Background: an optimization exercise with open tools, aiming at small area. Do not read the settings as production practice.
Function was checked by simulation only, so behaviour that the tests miss may differ from the original.
No driver is modelled on the clock port, so clock power and skew are understated where the tree is cut down; a real chip needs a root buffer or a tree.
Power and IR drop assume default switching activity.

== run A ==
// taxi
module taxi(
    input CLK,           
    input RST,           
    input SW0,           
    input [1:0] SW,      
    input BTN1,          
    input BTN2,          
    input BTN3,          
    output [1:0] LD6_7,
    output [7:0] DISP1,
    output [3:0] AN1,
    output [3:0] LD0_3,
    output LD5
    );
clock: 10.0 ns
lec_check: 0
cap_margin: 20
core_margin: 2
core_utilization: 40
slew_margin: 20
synth_hierarchical: 1
standard.sh (not shown) runs the stock make flow with config.mk's settings and CLKGATE_MAP_FILE= SYNTH_SCRIPT=/design/flow/synth_recipe.tcl, a recipe that flattens the netlist after the stock synthesis.
==> flow/flow/run.sh <==
#!/bin/bash
# Layout flow: ORFS's own steps through standard.sh, with
#  - synthesis: ORFS's synth script with an area-oriented ABC script
#    (flow/area.abc) and without the full/half-adder cell extraction; the
#    registers are those of the standard synthesis, only the mapping of the
#    logic between them differs,
#  - port buffers: the smallest buffer cell,
#  - clock tree (flow/cts.tcl): the clock port drives a few clock buffers,
#    each at the centre of a group of flip-flops, instead of an H-tree.
# Each step's full output goes to its own log file in this folder.
set -euo pipefail
W=$(pwd)
F=$W/flow

sed -e 's|log_cmd abc {\*}$abc_args|log_cmd abc -script $::env(FLOW_ABC_SCRIPT) {*}[lrange $abc_args 2 end]|' \
    "$FLOW_HOME/scripts/synth.tcl" > "$W/flow_synth.tcl"
grep -q 'FLOW_ABC_SCRIPT' "$W/flow_synth.tcl"
sed -e "s|source \$::env(SCRIPTS_DIR)/synth.tcl|source $W/flow_synth.tcl|" "$W/synth_recipe.tcl" > "$W/flow_synth_recipe.tcl"
grep -q 'flow_synth.tcl' "$W/flow_synth_recipe.tcl"
export FLOW_ABC_SCRIPT=$F/area.abc
export FLOW_CTS_NBUF=${FLOW_CTS_NBUF:-3}
export FLOW_CTS_BUF=${FLOW_CTS_BUF:-sky130_fd_sc_hd__clkbuf_16}
export FLOW_CLK_PORT=CLK

ARGS=(SYNTH_SCRIPT="$W/flow_synth_recipe.tcl" ADDER_MAP_FILE=
      BUFFER_PORTS_ARGS="-buffer_cell sky130_fd_sc_hd__buf_1"
      MIN_BUF_CELL_AND_PORTS="sky130_fd_sc_hd__buf_1 A X")
bash standard.sh "${ARGS[@]}" synth > "$W/log_synth.txt" 2>&1
bash standard.sh "${ARGS[@]}" floorplan > "$W/log_floorplan.txt" 2>&1
bash standard.sh "${ARGS[@]}" place > "$W/log_place.txt" 2>&1
bash standard.sh "${ARGS[@]}" RUN_SCRIPT="$F/cts.tcl" RUN_LOG_NAME_STEM=4_1_cts run > "$W/log_cts.txt" 2>&1
R=$W/orfs/results/$FLOW_PLATFORM/taxi/base
test -f "$R/4_1_cts.odb" && test -f "$R/4_cts.sdc"
cp "$R/4_1_cts.odb" "$R/4_cts.odb"
touch "$R/4_cts.sdc"
bash standard.sh "${ARGS[@]}" route > "$W/log_route.txt" 2>&1
bash standard.sh "${ARGS[@]}" finish > "$W/log_finish.txt" 2>&1
test -f "$W/out/final.def"
==> flow/flow/cts.tcl <==
# Clock tree: the clock port drives a few clock buffers, each placed at the
# centre of a group of nearby flip-flops and driving that group.
utl::set_metrics_stage "cts__{}"
source $::env(SCRIPTS_DIR)/load.tcl
erase_non_stage_variables cts
load_design 3_place.odb 3_place.sdc

set nbuf $::env(FLOW_CTS_NBUF)
set bufcell $::env(FLOW_CTS_BUF)
set block [ord::get_db_block]
set db [ord::get_db]
set clk_net [$block findNet $::env(FLOW_CLK_PORT)]
set sinks {}
foreach it [$clk_net getITerms] {
  if { [$it isInputSignal] } { lappend sinks $it }
}
puts "clock sinks: [llength $sinks]"
# sink locations
set pts {}
foreach it $sinks {
  set inst [$it getInst]
  set bb [$inst getBBox]
  lappend pts [list [expr {([$bb xMin] + [$bb xMax]) / 2.0}] [expr {([$bb yMin] + [$bb yMax]) / 2.0}]]
}
# k-means with deterministic start: sort by x, pick evenly spaced seeds
set n [llength $pts]
set order [lsort -real -index 0 [lmap p $pts {set p}]]
set cent {}
for {set k 0} {$k < $nbuf} {incr k} {
  lappend cent [lindex $order [expr {int(($k + 0.5) * $n / $nbuf)}]]
}
for {set iter 0} {$iter < 50} {incr iter} {
  set asg {}
  foreach p $pts {
    set best 0; set bd 1e30
    for {set k 0} {$k < $nbuf} {incr k} {
      set c [lindex $cent $k]
      set d [expr {abs([lindex $p 0] - [lindex $c 0]) + abs([lindex $p 1] - [lindex $c 1])}]
      if {$d < $bd} {set bd $d; set best $k}
    }
    lappend asg $best
  }
  set newc {}
  for {set k 0} {$k < $nbuf} {incr k} {
    set sx 0; set sy 0; set cnt 0
    foreach p $pts a $asg {
      if {$a == $k} {set sx [expr {$sx + [lindex $p 0]}]; set sy [expr {$sy + [lindex $p 1]}]; incr cnt}
    }
    if {$cnt > 0} {lappend newc [list [expr {$sx / $cnt}] [expr {$sy / $cnt}]]} else {lappend newc [lindex $cent $k]}
  }
  set cent $newc
}
set master [$db findMaster $bufcell]
for {set k 0} {$k < $nbuf} {incr k} {
  set inst [odb::dbInst_create $block $master "clkbuf_flow_$k"]
  set c [lindex $cent $k]
  $inst setLocation [expr {int([lindex $c 0])}] [expr {int([lindex $c 1])}]
  $inst setPlacementStatus PLACED
  set net [odb::dbNet_create $block "clknet_flow_$k"]
  $net setSigType CLOCK
  [$inst findITerm A] connect $clk_net
  [$inst findITerm X] connect $net
  set cnt 0
  foreach it $sinks a $asg {
    if {$a == $k} { $it disconnect; $it connect $net; incr cnt }
  }
  puts "clock buffer $k at $c drives $cnt sinks"
}
global_connect
set_propagated_clock [all_clocks]
estimate_parasitics -placement

set_placement_padding -global \
  -left $::env(CELL_PAD_IN_SITES_DETAIL_PLACEMENT) \
  -right $::env(CELL_PAD_IN_SITES_DETAIL_PLACEMENT)
detailed_placement
estimate_parasitics -placement
repair_timing_helper
detailed_placement
check_placement -verbose
report_metrics 4 "cts final"
orfs_write_db $::env(RESULTS_DIR)/4_1_cts.odb
orfs_write_sdc $::env(RESULTS_DIR)/4_cts.sdc
Other scripts of this flow, unchanged in this note and not shown: flow/flow/area.abc
Run A completed end to end with timing, DRC and antenna clean.
> inputs changed (run A -> run B)
- SLEW_MARGIN now 0, was 20
- CAP_MARGIN now 0, was 20
[summary]
Going from run A to run B, proportion of register bits with asynchronous set or reset after synthesis saw little to no change; static leakage saw little to no change; combinational cell fraction of total power saw little to no change; die area saw little to no change; post-layout worst setup margin saw little to no change.
As far as fraction of synthesized area in multiplexers goes, run B and run A are indistinguishable; the numbers are identical.
As far as overall power after layout goes, run A and run B are indistinguishable; the numbers are identical.
Any difference in path length in cells of the critical path between run A and run B is small enough to ignore.
Relative to run B, the following input files were edited for run C:
- SLEW_MARGIN now 20, was 0
- CAP_MARGIN now 20, was 0
-- flow/flow/run.sh --
<<< run B, line 21
export FLOW_CTS_NBUF=${FLOW_CTS_NBUF:-3}
export FLOW_CTS_BUF=${FLOW_CTS_BUF:-sky130_fd_sc_hd__clkbuf_16}
export FLOW_CLK_PORT=CLK
>>> run C, line 21
export FLOW_CTS_NBUF=${FLOW_CTS_NBUF:-3}
export FLOW_CTS_BUF=${FLOW_CTS_BUF:-sky130_fd_sc_hd__buf_12}
export FLOW_CLK_PORT=CLK
==> results.txt <==
[compare] base=run B new=run C: register share of the cell area comparable; minimum clock period after layout went up by 0.016 ns; area added between synthesis and finish fell by 0.39 points. Measured against each other, run B and run C differ in setup slack, the lower figure coming from run C. Switching part of the total, run B and run C: lower on run B. Routed wire length, run C vs run B: up slightly. | worst hold slack | run B vs run C | ≈ equal |.
No run of this note takes its clock network from TritonCTS; it comes from the design's own scripts or RTL.

==> afterwards: timing with drivers on the ports <==
No port has a modelled driver above. Below, the same layouts with a new extraction and two added sets of constraints. Step 1, drivers: a clkbuf_16 drives CLK and a buf_2 each remaining input, both assumed. Step 2 also shifts input and output timing later by t, the mid clock arrival at the registers, as if the neighbouring blocks saw the same clock. Three values: ideal, step 1, step 2; two values: the first two.
run | t (ns) | setup slack, ns | clock arrival spread, ns | slew at the worst register clock pin (ns) | pins driven straight from the clock port
run A | 0.225 | 3.453 / 3.453 / 3.453 | 0.009 / 0.009 | 0.10 / 0.10 | 3
run B | 0.225 | 3.453 / 3.453 / 3.453 | 0.009 / 0.009 | 0.10 / 0.10 | 3
run C | 0.206 | 3.437 / 3.437 / 3.437 | 0.013 / 0.014 | 0.11 / 0.11 | 3
After both steps setup and hold are still met in every run listed.
